What follows belongs to an exercise in optimizing a design on an open flow for small area and a short achievable clock period; a production flow would make more cautious choices.
At most, simulation tests tie the RTL to the original design; equivalence was not proved.
Treat power and IR drop as tool artefacts here; the default activity estimate runs too high for this design.

==> inputs of v15 <==
==> flow/design.v <==
`timescale 1ns / 1ps
module top_FPU ( clk, rst, operation, a_fpn, b_fpn, out );
  input  logic        clk;
  input  logic        rst;
  input  logic [1:0]  operation;
  input  logic [31:0] a_fpn;
  input  logic [31:0] b_fpn;
  output logic [31:0] out;
  localparam W = 27;    
  logic        sa, sb, ha, hb;
  logic [7:0]  ea, eb;
  logic [22:0] ma, mb;
  logic [23:0] Ma, Mb;
  assign sa = a_fpn[31];    assign sb = b_fpn[31];
  assign ea = a_fpn[30:23]; assign eb = b_fpn[30:23];
  assign ma = a_fpn[22:0];  assign mb = b_fpn[22:0];
  assign ha = |ea;          assign hb = |eb;
  assign Ma = {ha, ma};     assign Mb = {hb, mb};
  logic op_add, op_sub, op_mul, op_div;
  assign op_add = (operation == 2'd0);
  assign op_sub = (operation == 2'd1);
  assign op_mul = (operation == 2'd2);
  assign op_div = (operation == 2'd3);
  logic zero_a, zero_b, inf_a, inf_b, nan_a, nan_b;
  assign zero_a = (a_fpn[30:0] == 31'd0);
  assign zero_b = (b_fpn[30:0] == 31'd0);
  assign inf_a  = (ea == 8'd255) && (ma == 23'd0);
  assign inf_b  = (eb == 8'd255) && (mb == 23'd0);
  assign nan_a  = (ea == 8'd255) && (ma != 23'd0);
  assign nan_b  = (eb == 8'd255) && (mb != 23'd0);
  logic a_lt_b, mag_eq, e_lt, flag;
  assign a_lt_b = (a_fpn[30:0] < b_fpn[30:0]);
  assign mag_eq = (a_fpn[30:0] == b_fpn[30:0]);
  assign e_lt   = (ea < eb);
  assign flag   = (ma < mb);
  logic [7:0] d;    
  assign d = e_lt ? (eb - ea) : (ea - eb);
  function automatic [4:0] lzc24(input [23:0] v);
    integer j;
    begin
      lzc24 = 5'd23;
      for (j = 0; j < 24; j = j + 1)
        if (v[j]) lzc24 = 5'd23 - j[4:0];
    end
  endfunction
  logic [4:0] zb;
  assign zb = lzc24(Mb);
  logic [23:0] Msmall;
  assign Msmall = a_lt_b ? Ma : Mb;
  logic [23:0] V;
  logic [4:0]  sh;
  assign V  = op_div ? Ma : ((op_mul || d > 8'd24) ? 24'd0 : Msmall);
  assign sh = op_div ? (zb + {4'd0, flag}) : (5'd24 - d[4:0]);
  logic [47:0] X;
  assign X = {24'd0, V} << sh;
  logic [30:0] big;
  logic        sbig, ssmall;
  assign big    = a_lt_b ? b_fpn[30:0] : a_fpn[30:0];
  assign sbig   = a_lt_b ? sb : sa;
  assign ssmall = a_lt_b ? sa : sb;
  logic [7:0]  e_big;
  logic [23:0] Mbig;
  assign e_big = big[30:23];
  assign Mbig  = {|big[30:23], big[22:0]};
  logic sign_a_as, sign_b_as, eff_sub, sign_as;
  assign sign_a_as = sbig   ^ (op_sub &  e_lt);
  assign sign_b_as = ssmall ^ (op_sub & ~e_lt);
  assign eff_sub   = sign_a_as ^ sign_b_as;
  assign sign_as   = (mag_eq && eff_sub) ? 1'b0 : sign_a_as;
  logic [24:0] sum;
  assign sum = eff_sub ? ({1'b0, Mbig} - {1'b0, X[47:24]}) : ({1'b0, Mbig} + {1'b0, X[47:24]});
  logic [23:0] U, Un;
  logic [4:0]  zu;
  assign U  = op_div ? Mb : sum[23:0];
  assign zu = lzc24(U);
  assign Un = U << zu;
  logic [31:0] res_as;
  always_comb begin
    if (inf_a || inf_b) begin
      res_as = {(!a_lt_b && !mag_eq) ? sa : sb, 8'd255, 23'd0};
    end else if (sum[24]) begin
      res_as = {sign_as, e_big + 8'd1, sum[23:1]};
    end else if ((e_big >= 8'd127) && ((e_big - 8'd127) < {3'd0, zu})) begin
      res_as = {sign_as, 31'd0};
    end else begin
      res_as = {sign_as, e_big - {3'd0, zu}, Un[22:0]};
    end
  end
  logic [5:0] t;
  always_comb begin
    case (d)
      8'd24: t = 6'd3;
      8'd25: t = 6'd6;
      8'd26: t = 6'd9;
      8'd27: t = 6'd12;
      8'd28: t = 6'd15;
      8'd29: t = 6'd18;
      default: t = 6'd0;
    endcase
  end
  logic [5:0] mclr;
  assign mclr = {1'b0, zu} + t;
  logic [23:0] Nd;
  genvar gi, gb;
  generate
    for (gi = 0; gi < 24; gi = gi + 1) begin : g_nd
      assign Nd[gi] = Un[gi] & (mclr <= gi);
    end
  endgenerate
  logic bz;    
  assign bz = (mclr >= 6'd24);
  logic [23:0] Np;    
  assign Np = op_mul ? Ma : Nd;
  logic [W-1:0] S [0:48];
  logic [W-1:0] C [0:48];
  logic [47:0]  qp_r, qn_r;
  logic [47:0]  so, co, mo;
  assign S[0] = {4'd0, X[47:25]};
  assign C[0] = '0;
  generate
    for (gi = 0; gi < 48; gi = gi + 1) begin : g_row
      logic          inj;
      logic [W-1:0]  Ss, Cs, Mv, mj, sm;
      logic [3:0]    y;
      logic          pos, neg, qp, qn;
      if (gi <= 24) begin : g_inj
        assign inj = X[24 - gi];
      end else begin : g_noinj
        assign inj = 1'b0;
      end
      assign y   = S[gi][W-2:W-5] + C[gi][W-2:W-5];
      assign pos = ~y[3];
      assign neg = y[3] & ~(&y[2:0]);
      if (gi >= 24) begin : g_mul
        assign qp = op_mul ? 1'b0 : pos;
        assign qn = op_mul ? Mb[47 - gi] : neg;
      end else begin : g_div
        assign qp = ~op_mul & pos;
        assign qn = ~op_mul & neg;
      end
      assign Ss = {S[gi][W-2:0], qp};
      assign Cs = {C[gi][W-2:0], inj};
      assign Mv = {{(W-24){qp}}, (Np & {24{qn}}) | (~Np & {24{qp}})};
      for (gb = 0; gb < W; gb = gb + 1) begin : g_bit
        if ((gi == 0 && gb >= 24)) begin : g_w
          assign sm[gb] = Mv[gb];
          assign mj[gb] = 1'b0;
        end else if ((gb == 1 && gi > 0) || (gi == 0 && gb >= 1) || (gb == 0 && gi > 24)) begin : g_h
          fpu_ha u_ha (.a(Ss[gb]), .b(Mv[gb]), .s(sm[gb]), .co(mj[gb]));
        end else begin : g_f
          fpu_fa u_fa (.a(Ss[gb]), .b(Cs[gb]), .c(Mv[gb]), .s(sm[gb]), .co(mj[gb]));
        end
      end
      assign S[gi+1] = sm;
      assign C[gi+1] = {mj[W-2:0], 1'b0};
      assign so[gi] = S[gi][W-1];
      assign co[gi] = C[gi][W-1];
      assign mo[gi] = mj[W-1];
      assign qp_r[gi] = qp;
      assign qn_r[gi] = qn;
    end
  endgenerate
  logic [20:0] H1, H2, H3, Hx, Hy;
  generate
    for (gi = 0; gi < 21; gi = gi + 1) begin : g_h
      assign H1[gi] = so[47 - gi];
      assign H2[gi] = co[47 - gi];
      assign H3[gi] = mo[47 - gi];
    end
  endgenerate
  logic [20:0] hmj;
  generate
    for (gi = 0; gi < 21; gi = gi + 1) begin : g_hcsa
      fpu_fa u_fa (.a(H1[gi]), .b(H2[gi]), .c(H3[gi]), .s(Hx[gi]), .co(hmj[gi]));
    end
  endgenerate
  assign Hy = {hmj[19:0], 1'b0};
  logic [47:0] P;
  assign P = {Hx, S[48]} + {Hy, C[48]};
  logic [22:0] Qp, Qn, Wq, Wd;
  generate
    for (gi = 0; gi < 23; gi = gi + 1) begin : g_q
      assign Qp[gi] = qp_r[47 - gi];
      assign Qn[gi] = qn_r[47 - gi];
    end
  endgenerate
  assign Wq = Qp - Qn - {22'd0, P[W-1]};
  logic [5:0] cnt;
  assign cnt = 6'd23 + {5'd0, flag} - {d[4:0], 1'b0} - {1'b0, d[4:0]};
  generate
    for (gi = 0; gi < 23; gi = gi + 1) begin : g_wd
      assign Wd[gi] = bz | (Wq[gi] & ((d == 8'd0) ? 1'b0 : (d > 8'd7) ? 1'b1 : (cnt <= gi)));
    end
  endgenerate
  logic [31:0] res_div;
  always_comb begin
    if (zero_a) begin
      res_div = zero_b ? 32'hffffffff : 32'h0;
    end else if (inf_a) begin
      res_div = (zero_b || inf_b) ? 32'hffffffff : {sa, 8'd255, 23'd0};
    end else if (zero_b) begin
      res_div = {sa, 8'd255, 23'd0};
    end else if (inf_b) begin
      res_div = {sa ^ sb, 31'd0};
    end else if (d > 8'd29) begin
      res_div = 32'h0;
    end else begin
      res_div = {sa ^ sb, ea - eb + 8'd127 - {7'd0, flag}, Wd};
    end
  end
  logic [8:0]  em;
  logic [22:0] mant_m;
  assign em = {1'b0, ea} + {1'b0, eb} + {8'd0, P[47]} - 9'd127;
  assign mant_m = P[47] ? P[46:24] : P[45:23];
  logic [31:0] res_mul;
  always_comb begin
    if (zero_a || zero_b) begin
      res_mul = 32'h0;
    end else if (inf_a || inf_b) begin
      res_mul = {sa ^ sb, 8'd255, 23'd0};
    end else if (em[8] & !em[7]) begin
      res_mul = {sa ^ sb, 8'hFF, 23'd0};
    end else if (em[8] & em[7]) begin
      res_mul = {sa ^ sb, 31'd0};
    end else if (ma == 23'd0 && mb == 23'd0) begin
      res_mul = {sa ^ sb, em[7:0], 23'd0};
    end else begin
      res_mul = {sa ^ sb, em[7:0], mant_m};
    end
  end
  always_ff @(posedge clk) begin
    if (rst)
      out <= 32'h0;
    else if (nan_a || nan_b)
      out <= 32'hffffffff;
    else if (op_mul)
      out <= res_mul;
    else if (op_div)
      out <= res_div;
    else
      out <= res_as;
  end
endmodule
module fpu_fa (input logic a, input logic b, input logic c, output logic s, output logic co);
  assign s  = a ^ b ^ c;
  assign co = (a & b) | (a & c) | (b & c);
endmodule
module fpu_ha (input logic a, input logic b, output logic s, output logic co);
  assign s  = a ^ b;
  assign co = a & b;
endmodule
==> flow/run.sh <==
#!/bin/bash
# synth_recipe.tcl (not shown) runs the flow's synth.tcl, then flattens the netlist and writes it again
# the make line also repeats each setting of config.mk as NAME=value (left out here)
make -C /OpenROAD-flow-scripts/flow DESIGN_CONFIG=/design/flow/config.mk WORK_HOME=/design/flow/orfs CLKGATE_MAP_FILE= SYNTH_SCRIPT=/design/flow/synth_recipe.tcl finish
==> flow/config.mk <==
export PLATFORM = sky130hd
export DESIGN_NAME = top_FPU
export DESIGN_NICKNAME = top_FPU
export VERILOG_FILES = /design/flow/design.v
export SDC_FILE = /design/flow/constraint.sdc
export NUM_CORES = 8
export LEC_CHECK = 0
export ABC_AREA = 1
export ABC_CLOCK_PERIOD_IN_PS = 1000000
export CAP_MARGIN = 20
export CORE_MARGIN = 2
export CORE_UTILIZATION = 45
export GPL_ROUTABILITY_DRIVEN = 0
export GPL_TIMING_DRIVEN = 0
export SLEW_MARGIN = 20
export SYNTH_HIERARCHICAL = 1
==> flow/constraint.sdc <==
create_clock -name core_clock -period 1000.0 [get_ports {clk}]
set_input_delay 200.0000 -clock core_clock [delete_from_list [all_inputs] [get_ports {clk}]]
set_output_delay 200.0000 -clock core_clock [all_outputs]
set_load 0.01 [all_outputs]
==> inputs of v30, as changes to v15 <==
--- a/flow/design.v
+++ b/flow/design.v
@@ -101,7 +101,7 @@
   logic [5:0] mclr;
   assign mclr = {1'b0, zu} + t;
   logic [23:0] Nd;
-  genvar gi, gb;
+  genvar gi;
   generate
     for (gi = 0; gi < 24; gi = gi + 1) begin : g_nd
       assign Nd[gi] = Un[gi] & (mclr <= gi);
@@ -120,7 +120,7 @@
   generate
     for (gi = 0; gi < 48; gi = gi + 1) begin : g_row
       logic          inj;
-      logic [W-1:0]  Ss, Cs, Mv, mj, sm;
+      logic [W-1:0]  Ss, Cs, Mv, mj;
       logic [3:0]    y;
       logic          pos, neg, qp, qn;
       if (gi <= 24) begin : g_inj
@@ -141,17 +141,8 @@
       assign Ss = {S[gi][W-2:0], qp};
       assign Cs = {C[gi][W-2:0], inj};
       assign Mv = {{(W-24){qp}}, (Np & {24{qn}}) | (~Np & {24{qp}})};
-      for (gb = 0; gb < W; gb = gb + 1) begin : g_bit
-        if ((gi == 0 && gb >= 24)) begin : g_w
-          assign sm[gb] = Mv[gb];
-          assign mj[gb] = 1'b0;
-        end else if ((gb == 1 && gi > 0) || (gi == 0 && gb >= 1) || (gb == 0 && gi > 24)) begin : g_h
-          fpu_ha u_ha (.a(Ss[gb]), .b(Mv[gb]), .s(sm[gb]), .co(mj[gb]));
-        end else begin : g_f
-          fpu_fa u_fa (.a(Ss[gb]), .b(Cs[gb]), .c(Mv[gb]), .s(sm[gb]), .co(mj[gb]));
-        end
-      end
-      assign S[gi+1] = sm;
+      assign mj = (Ss & Cs) | (Ss & Mv) | (Cs & Mv);
+      assign S[gi+1] = Ss ^ Cs ^ Mv;
       assign C[gi+1] = {mj[W-2:0], 1'b0};
       assign so[gi] = S[gi][W-1];
       assign co[gi] = C[gi][W-1];
@@ -168,13 +159,8 @@
       assign H3[gi] = mo[47 - gi];
     end
   endgenerate
-  logic [20:0] hmj;
-  generate
-    for (gi = 0; gi < 21; gi = gi + 1) begin : g_hcsa
-      fpu_fa u_fa (.a(H1[gi]), .b(H2[gi]), .c(H3[gi]), .s(Hx[gi]), .co(hmj[gi]));
-    end
-  endgenerate
-  assign Hy = {hmj[19:0], 1'b0};
+  assign Hx = H1 ^ H2 ^ H3;
+  assign Hy = {((H1[19:0] & H2[19:0]) | (H1[19:0] & H3[19:0]) | (H2[19:0] & H3[19:0])), 1'b0};
   logic [47:0] P;
   assign P = {Hx, S[48]} + {Hy, C[48]};
   logic [22:0] Qp, Qn, Wq, Wd;
@@ -241,11 +227,3 @@
       out <= res_as;
   end
 endmodule
-module fpu_fa (input logic a, input logic b, input logic c, output logic s, output logic co);
-  assign s  = a ^ b ^ c;
-  assign co = (a & b) | (a & c) | (b & c);
-endmodule
-module fpu_ha (input logic a, input logic b, output logic s, output logic co);
-  assign s  = a ^ b;
-  assign co = a & b;
-endmodule
--- a/flow/config.mk
+++ b/flow/config.mk
@@ -13,4 +13,3 @@
 export GPL_ROUTABILITY_DRIVEN = 0
 export GPL_TIMING_DRIVEN = 0
 export SLEW_MARGIN = 20
-export SYNTH_HIERARCHICAL = 1
==> qor summary <==
item	v15	v30
Maximum number of pins on one net before global-route repair	14	13
Cell with the biggest individual delay on the critical path	sky130_fd_sc_hd__clkdlybuf4s50_1	sky130_fd_sc_hd__nor2_2
Share of total power consumed by net switching	58.4%	60.5%
CP required	1000.19 ns	1000.21 ns
Critical Path Most Common Cell	sky130_fd_sc_hd__fa_1	sky130_fd_sc_hd__inv_1
Dpl cell area	63,900 sq um	64,700 sq um
Routed WL per cell	26.7 um	27.5 um
Total Routing Usage GR	37.7%	39.7%
Via count of the first global-routing pass	58,879	61,011
Sequential cell area fraction in the yosys report	1.06%	1.05%
Initial antenna violation count	15	24
Worst vdd ir	4910 uV	6420 uV
Run status	no timing/DRC/antenna violations	no timing/DRC/antenna violations
Ant diodes	14	20
Critical path arrival	345.26 ns	361.45 ns
No functional check of the RTL was part of v30.

* * *

==> sierra: inputs <==
Another version of the RTL of top_FPU (not shown whole).
clock: 1000.0 ns
lec_check: 0
abc_area: 0
abc_clock_period_in_ps: 1000000
cap_margin: 20
core_margin: 2
core_utilization: 65
gpl_routability_driven: 0
gpl_timing_driven: 0
slew_margin: 20
synth_hierarchical: 1
run.sh (not shown) runs the stock make flow with config.mk's settings and CLKGATE_MAP_FILE= SYNTH_SCRIPT=/design/flow/synth_recipe.tcl, a recipe that flattens the netlist after the stock synthesis.
==> quartz: changes against sierra <==
--- a/flow/config.mk
+++ b/flow/config.mk
@@ -10,5 +10,5 @@
 export CAP_MARGIN = 20
 export CORE_MARGIN = 2
-export CORE_UTILIZATION = 65
+export CORE_UTILIZATION = 45
 export GPL_ROUTABILITY_DRIVEN = 0
 export GPL_TIMING_DRIVEN = 0
==> nickel: changes against sierra <==
--- a/flow/config.mk
+++ b/flow/config.mk
@@ -10,5 +10,5 @@
 export CAP_MARGIN = 20
 export CORE_MARGIN = 2
-export CORE_UTILIZATION = 65
+export CORE_UTILIZATION = 55
 export GPL_ROUTABILITY_DRIVEN = 0
 export GPL_TIMING_DRIVEN = 0
==> qor summary <==
Maximum ir drop on the vdd rail: sierra 8.54 mV; nickel 7.96 mV; quartz 7.60 mV
Core area: sierra 81800 µm²; nickel 96600 µm²; quartz 118000 µm²
Layout filler cell count: sierra 6841; nickel 8769; quartz 11440
Worst Path Arrival: sierra 295740 ps; nickel 296130 ps; quartz 293090 ps
Number of nets in the finished design: sierra 7196; nickel 7204; quartz 7196
Total die area: sierra 84600 µm²; nickel 99800 µm²; quartz 122000 µm²
Final cell utilization of the core: sierra 0.686; nickel 0.586; quartz 0.481
Count of cells along the worst hold path: sierra 3; nickel 4; quartz 3
Met3 layer wire length in the routed design: sierra 34.7 mm; nickel 32.4 mm; quartz 26.9 mm
Run status: sierra no timing/DRC/antenna violations; nickel no timing/DRC/antenna violations; quartz no timing/DRC/antenna violations
Number of iterations in the first detailed-routing pass: sierra 17; nickel 12; quartz 10
Post-Layout Cell Count: sierra 6767; nickel 6981; quartz 7232
Standard cell area after detailed placement: sierra 55800 µm²; nickel 56100 µm²; quartz 56400 µm²
Final critical delay including setup and external delays: sierra 295640 ps; nickel 295980 ps; quartz 293000 ps
Overall die width: sierra 291 µm; nickel 316 µm; quartz 349 µm
Period Utilization, post-route: sierra 0.296; nickel 0.296; quartz 0.293
Share of cells above drive strength 1: sierra 0.0675; nickel 0.0702; quartz 0.0719
Capturing element of the worst setup path: sierra out[22]; nickel out[22]; quartz out[5]
Clock buf/inv share: sierra 0.00299; nickel 0.00296; quartz 0.00269
Total leakage power: sierra 21.4 nW; nickel 21.4 nW; quartz 21.3 nW
Slew headroom: sierra 0.137; nickel 0.126; quartz 0.194
Layout buffering overhead excluding clock cells: sierra 0.0478; nickel 0.0502; quartz 0.0469
Internal cell power: sierra 0.347 W; nickel 0.343 W; quartz 0.349 W
Met1 layer usage reported by global route: sierra 0.646; nickel 0.611; quartz 0.449
Site row count: sierra 105; nickel 114; quartz 126
Worst setup path startpoint: sierra b_fpn[28]; nickel b_fpn[28]; quartz b_fpn[9]

[what the ideal ports hide]
The results above use ideal ports. As a check the final layouts listed here were re-extracted and re-timed, cells and wires unchanged.
Step 1 assumes that a clkbuf_16 drives the clock port and a buf_2 every other input.
Step 2 times the ports against the registers' clock, not the clock port: input delays grow and output delays shrink by t, the midpoint of the rising clock arrivals with the driver on.
a / b / c = no drivers / after step 1 / after step 2; a / b = the first two.
run | shift t [ns] | setup WS [ns] | worst register clock-pin slew, ns | worst slew at a driven data input, ns
v15 | 0.296 | 654.936 / 654.930 / 654.634 | 0.05 / 0.05 | 0.06
v30 | 0.304 | 638.758 / 638.755 / 638.451 | 0.06 / 0.06 | 0.06
sierra | 0.312 | 704.360 / 704.367 / 704.055 | 0.05 / 0.05 | 0.18
quartz | 0.338 | 707.002 / 707.026 / 706.688 | 0.06 / 0.06 | 0.19
nickel | 0.311 | 704.021 / 704.033 / 703.722 | 0.05 / 0.05 | 0.11
After both steps setup and hold are still met in every run listed. For quartz, which loses most, drivers alone change the setup slack by +0.024 ns; drivers and shift together by -0.314 ns.
